From an optimization exercise on the open Yosys and OpenROAD flow, aimed at small area and a short achievable clock period; shortcuts taken in it are not production practice. Where RTL was checked, it was by simulation tests only, not by an equivalence proof against the original. No activity file was given, so power comes from the tool's default toggle rates.

==> module ex_datapath, before the edit <==
module ex_datapath(
    input  wire        CLK,
    input  wire [31:0] A,
    input  wire [31:0] Rm,
    input  wire [11:0] I,
    input  wire [1:0]  AM,
    input  wire        CIN,
    input  wire [3:0]  Op,
    output reg  [31:0] Out,
    output wire        Z,
    output wire        N,
    output reg         C,
    output reg         V
);
    wire invA = (Op[3:1] == 3'b001) | (Op[3:1] == 3'b010) | (Op == 4'b1100);
    wire zA   = (Op[3:1] == 3'b101) | (Op[3:2] == 2'b11 & Op[1:0] != 2'b00);
    wire enB  = (Op != 4'b1001);
    wire [31:0] sh_r;
    wire [1:0]  sh_amt_hi;
    wire [4:0]  sh_msh;
    wire        sh_mleft, sh_fill;
    ShifterSignExtender shifter(.Rm(Rm), .I(I), .AM(AM), .en(enB),
        .R(sh_r), .amt_hi(sh_amt_hi), .msh(sh_msh), .mleft(sh_mleft), .fill(sh_fill));
    reg [31:0] x_q, r_q;
    reg [1:0]  amt_q;
    reg [4:0]  msh_q;
    reg        mleft_q, fill_q, cin_q;
    reg [3:0]  op_q;
    always @(posedge CLK) begin
        x_q     <= (A & {32{~zA}}) ^ {32{invA}};
        r_q     <= sh_r;
        amt_q   <= sh_amt_hi;
        msh_q   <= sh_msh;
        mleft_q <= sh_mleft;
        fill_q  <= sh_fill;
        cin_q   <= CIN;
        op_q    <= Op;
    end
    wire [31:0] alu_out;
    wire        alu_c, alu_v;
    ALU alu(.X(x_q), .R(r_q), .amt_hi(amt_q), .msh(msh_q), .mleft(mleft_q), .fill(fill_q),
            .CIN(cin_q), .Op(op_q), .Out(alu_out), .C(alu_c), .V(alu_v));
    reg [3:0] zb;    
    always @(posedge CLK) begin
        Out <= alu_out;
        C   <= alu_c;
        V   <= alu_v;
        zb  <= {~|alu_out[31:24], ~|alu_out[23:16], ~|alu_out[15:8], ~|alu_out[7:0]};
    end
    assign Z = &zb;
    assign N = Out[31];
endmodule
export LEC_CHECK = 0
export CAP_MARGIN = 20
export CORE_MARGIN = 2
export CORE_UTILIZATION = 40
export CTS_BUF_LIST = sky130_fd_sc_hd__clkbuf_4 sky130_fd_sc_hd__clkbuf_8
export SLEW_MARGIN = 20
export TNS_END_PERCENT = 5
create_clock -name core_clock -period 9.0 [get_ports {CLK}]
standard.sh (not shown) runs the stock make flow with config.mk's settings and CLKGATE_MAP_FILE= SYNTH_SCRIPT=/design/flow/synth_recipe.tcl, a recipe that flattens the netlist after the stock synthesis.
==> flow/flow/run.sh <==
#!/bin/bash
set -euo pipefail
MARGIN=5.5
export BUFFER_PORTS_ARGS="-buffer_cell sky130_fd_sc_hd__buf_1"
sed "s|\"\${@:-finish}\"|SETUP_SLACK_MARGIN=${MARGIN} \"\${@:-finish}\"|" standard.sh > standard_margin.sh
grep -q "SETUP_SLACK_MARGIN=${MARGIN}" standard_margin.sh
bash standard_margin.sh > flow_make.log 2>&1
==> next run, changes <==
--- a/flow/design.v
+++ b/flow/design.v
@@ -164,15 +164,13 @@
     end
     wire [31:0] alu_out;
     wire        alu_c, alu_v;
     ALU alu(.X(x_q), .R(r_q), .amt_hi(amt_q), .msh(msh_q), .mleft(mleft_q), .fill(fill_q),
             .CIN(cin_q), .Op(op_q), .Out(alu_out), .C(alu_c), .V(alu_v));
-    reg [3:0] zb;    
     always @(posedge CLK) begin
         Out <= alu_out;
         C   <= alu_c;
         V   <= alu_v;
-        zb  <= {~|alu_out[31:24], ~|alu_out[23:16], ~|alu_out[15:8], ~|alu_out[7:0]};
     end
-    assign Z = &zb;
+    assign Z = ~|Out;
     assign N = Out[31];
 endmodule
The new run finished with timing, DRC and antenna clean.
Register-to-register slack improves by 0.29 ns.
Global-route usage decreases by 1.9 points.
Power shrinks by 18%.
Design area fell by 13%.
Synthesized area is lower by 8.1%.
Non-clock buffer count drops by 25.
Clock-buffer cell count is lower by 14.
Worst setup slack gets better by 0.29 ns.
Function was not checked in any run of this note: the RTL went through the layout flow alone.

ex_datapath, a different RTL version from the one above (not shown whole).
Size in the first run: roughly 930 cells after synthesis, roughly 120 I/O pins, about 8300 um2 of cells after synthesis.
Settings: LEC_CHECK=0, CAP_MARGIN=20, CORE_MARGIN=2, CORE_UTILIZATION=40, CTS_BUF_LIST=sky130_fd_sc_hd__clkbuf_4 sky130_fd_sc_hd__clkbuf_8, SLEW_MARGIN=20, SYNTH_HIERARCHICAL=1, TNS_END_PERCENT=5; clock period 9.0 ns.
==> flow/flow/run.sh <==
#!/bin/bash
set -euo pipefail
MARGIN=6.0
export BUFFER_PORTS_ARGS="-buffer_cell sky130_fd_sc_hd__buf_1"
sed "s|\"\${@:-finish}\"|SETUP_SLACK_MARGIN=${MARGIN} \"\${@:-finish}\"|" standard.sh > standard_margin.sh
grep -q "SETUP_SLACK_MARGIN=${MARGIN}" standard_margin.sh
bash standard_margin.sh > flow_make.log 2>&1
Change:
--- a/flow/design.v
+++ b/flow/design.v
@@ -1,25 +1,37 @@
 module ALU(
     input  [31:0] xn,
     input  [31:0] R,
     input         amt3, amt4,
-    input  [3:0]  gtn,
-    input  [3:0]  eqn,
-    input  [7:0]  gen,
+    input  [4:0]  msh,       
+    input         mleft,     
+    input         bz,        
     input         fill,
     input         arith,
     input         cinn,
     input         vg, vp, vk,
     output [31:0] Out,
     output [3:0]  zb,
     output        cout, c31, pall, p31, g31
 );
+    wire [3:0]  gtn, eqn;
+    wire [7:0]  gen;
+    genvar a, b;
+    generate for (a = 0; a < 4; a = a + 1) begin : g_a
+        wire [1:0] aa = mleft ? a : 3 - a;
+        assign gtn[a] = bz | ~(aa > msh[4:3]);
+        assign eqn[a] = bz | ~(aa == msh[4:3]);
+    end endgenerate
+    generate for (b = 0; b < 8; b = b + 1) begin : g_b
+        wire [2:0] bb = mleft ? b : 7 - b;
+        assign gen[b] = ~(bb >= msh[2:0]);
+    end endgenerate
     wire w115;
     wire w116;
     wire w117;
     wire w118;
     wire w119;
     wire w120;
     wire w121;
     wire w122;
     wire w123;
     wire w124;
@@ -1441,62 +1453,51 @@
     wire [4:0] sh    = I[11:7];
     wire [1:0] ty    = I[6:5];
     wire       lsl   = am_sh & (ty == 2'b00);
     wire       asr   = am_sh & (ty == 2'b10);
     wire       masked = am_sh & (ty != 2'b11);
     wire [4:0] amt;
     AmtDec amtdec(.AM(AM), .I(I[11:5]), .amt(amt));
     wire       sel_rm = AM[0];
     wire       ie_hi  = AM[1];
     wire       fill   = enB & asr & Rm[31];
-    wire [3:0] gt, eq;
-    wire [7:0] ge;
-    genvar a, b;
-    generate for (a = 0; a < 4; a = a + 1) begin : g_a
-        wire [1:0] aa = lsl ? a : 3 - a;
-        assign gt[a] = enB & (~masked | (aa > sh[4:3]));
-        assign eq[a] = enB & masked & (aa == sh[4:3]);
-    end endgenerate
-    generate for (b = 0; b < 8; b = b + 1) begin : g_b
-        wire [2:0] bb = lsl ? b : 7 - b;
-        assign ge[b] = (bb >= sh[2:0]);
-    end endgenerate
+    wire [4:0] msh = sh & {5{masked}};
     wire [31:0] xn;
     XSel xsel(.A(A), .x0(invA), .x1(~zA ^ invA), .Xn(xn));
     wire [31:0] sh_r;
     ShifterSignExtender shifter(.Rm(Rm), .I(I), .sel_rm(sel_rm), .ie_hi(ie_hi),
                                 .amt(amt[2:0]), .R(sh_r));
     reg [31:0] xn_q, r_q;
     reg        amt3_q, amt4_q, fill_q;
-    reg [3:0]  gtn_q, eqn_q;
-    reg [7:0]  gen_q;
+    reg [4:0]  msh_q;
+    reg        mleft_q, bz_q;
     reg        arith_q, cinn_q, csub_q, vg_q, vp_q, vk_q;
     always @(posedge CLK) begin
         xn_q    <= xn;
         r_q     <= sh_r;
         amt3_q  <= amt[3];
         amt4_q  <= amt[4];
         fill_q  <= fill;
-        gtn_q   <= ~gt;
-        eqn_q   <= ~eq;
-        gen_q   <= ~ge;
+        msh_q   <= msh;
+        mleft_q <= lsl;
+        bz_q    <= ~enB;
         arith_q <= arith;
         cinn_q  <= ~cin;
         csub_q  <= fsub | rsub;
         vg_q    <= vg;
         vp_q    <= vp;
         vk_q    <= vk;
     end
     wire [31:0] alu_out;
     wire [3:0]  alu_zb;
     wire        cout, c31, pall, p31, g31;
-    ALU alu(.xn(xn_q), .R(r_q), .amt3(amt3_q), .amt4(amt4_q), .gtn(gtn_q), .eqn(eqn_q), .gen(gen_q),
+    ALU alu(.xn(xn_q), .R(r_q), .amt3(amt3_q), .amt4(amt4_q), .msh(msh_q), .mleft(mleft_q), .bz(bz_q),
             .fill(fill_q), .arith(arith_q), .cinn(cinn_q), .vg(vg_q), .vp(vp_q), .vk(vk_q),
             .Out(alu_out), .zb(alu_zb), .cout(cout), .c31(c31), .pall(pall), .p31(p31), .g31(g31));
     wire alu_c = arith_q & cout & ~(csub_q & pall);
     wire alu_v = arith_q & (c31 ^ cout);
     reg [3:0] zb;    
     always @(posedge CLK) begin
         Out <= alu_out;
         C   <= alu_c;
         V   <= alu_v;
         zb  <= alu_zb;
Wire length grows by 1.3%. Clock-buffer cell count does not change. Critical path depth is higher by 12. Global-route usage climbs by 0.53 points. Non-clock buffer count rises by 1. Die area came out lower by 2.0%. Clock power went down by about 7%. Fmax came out lower by 15%. Total power went down by about 3%.
The RTL of the second run of this note was laid out without a check of its function.

[static timing again, ports no longer ideal]
The flow's constraints put no driver on any port. The routed layouts listed below were extracted and timed again, unchanged, in two steps.
Step 1: set_driving_cell puts a clkbuf_16 on CLK and a buf_2 on each other input, an assumption about the parent block.
Step 2 also shifts input and output timing later by t, the mid clock arrival at the registers, as if the neighbouring blocks saw the same clock.
Three values: no drivers, after step 1, after step 2; two values: the first two.
run	t (ns)	setup slack, ns	worst setup path at the end	latest minus earliest clock arrival (ns)	worst data-port slew with drivers (ns)
the first run of note 1	0.487	5.226 / 5.226 / 4.901	input to register	0.015 / 0.014	0.03
the second run of note 1	0.441	5.517 / 5.517 / 5.175	input to register	0.007 / 0.007	0.03
the first run of note 2	0.485	5.929 / 5.909 / 5.423	input to register	0.011 / 0.011	0.06
the second run of note 2	0.492	5.407 / 5.407 / 5.068	input to register	0.017 / 0.017	0.03
After both steps setup and hold are still met in every run listed. The setup slack of the first run of note 2, which loses most, moves by -0.020 ns with the drivers and by -0.506 ns with both steps.
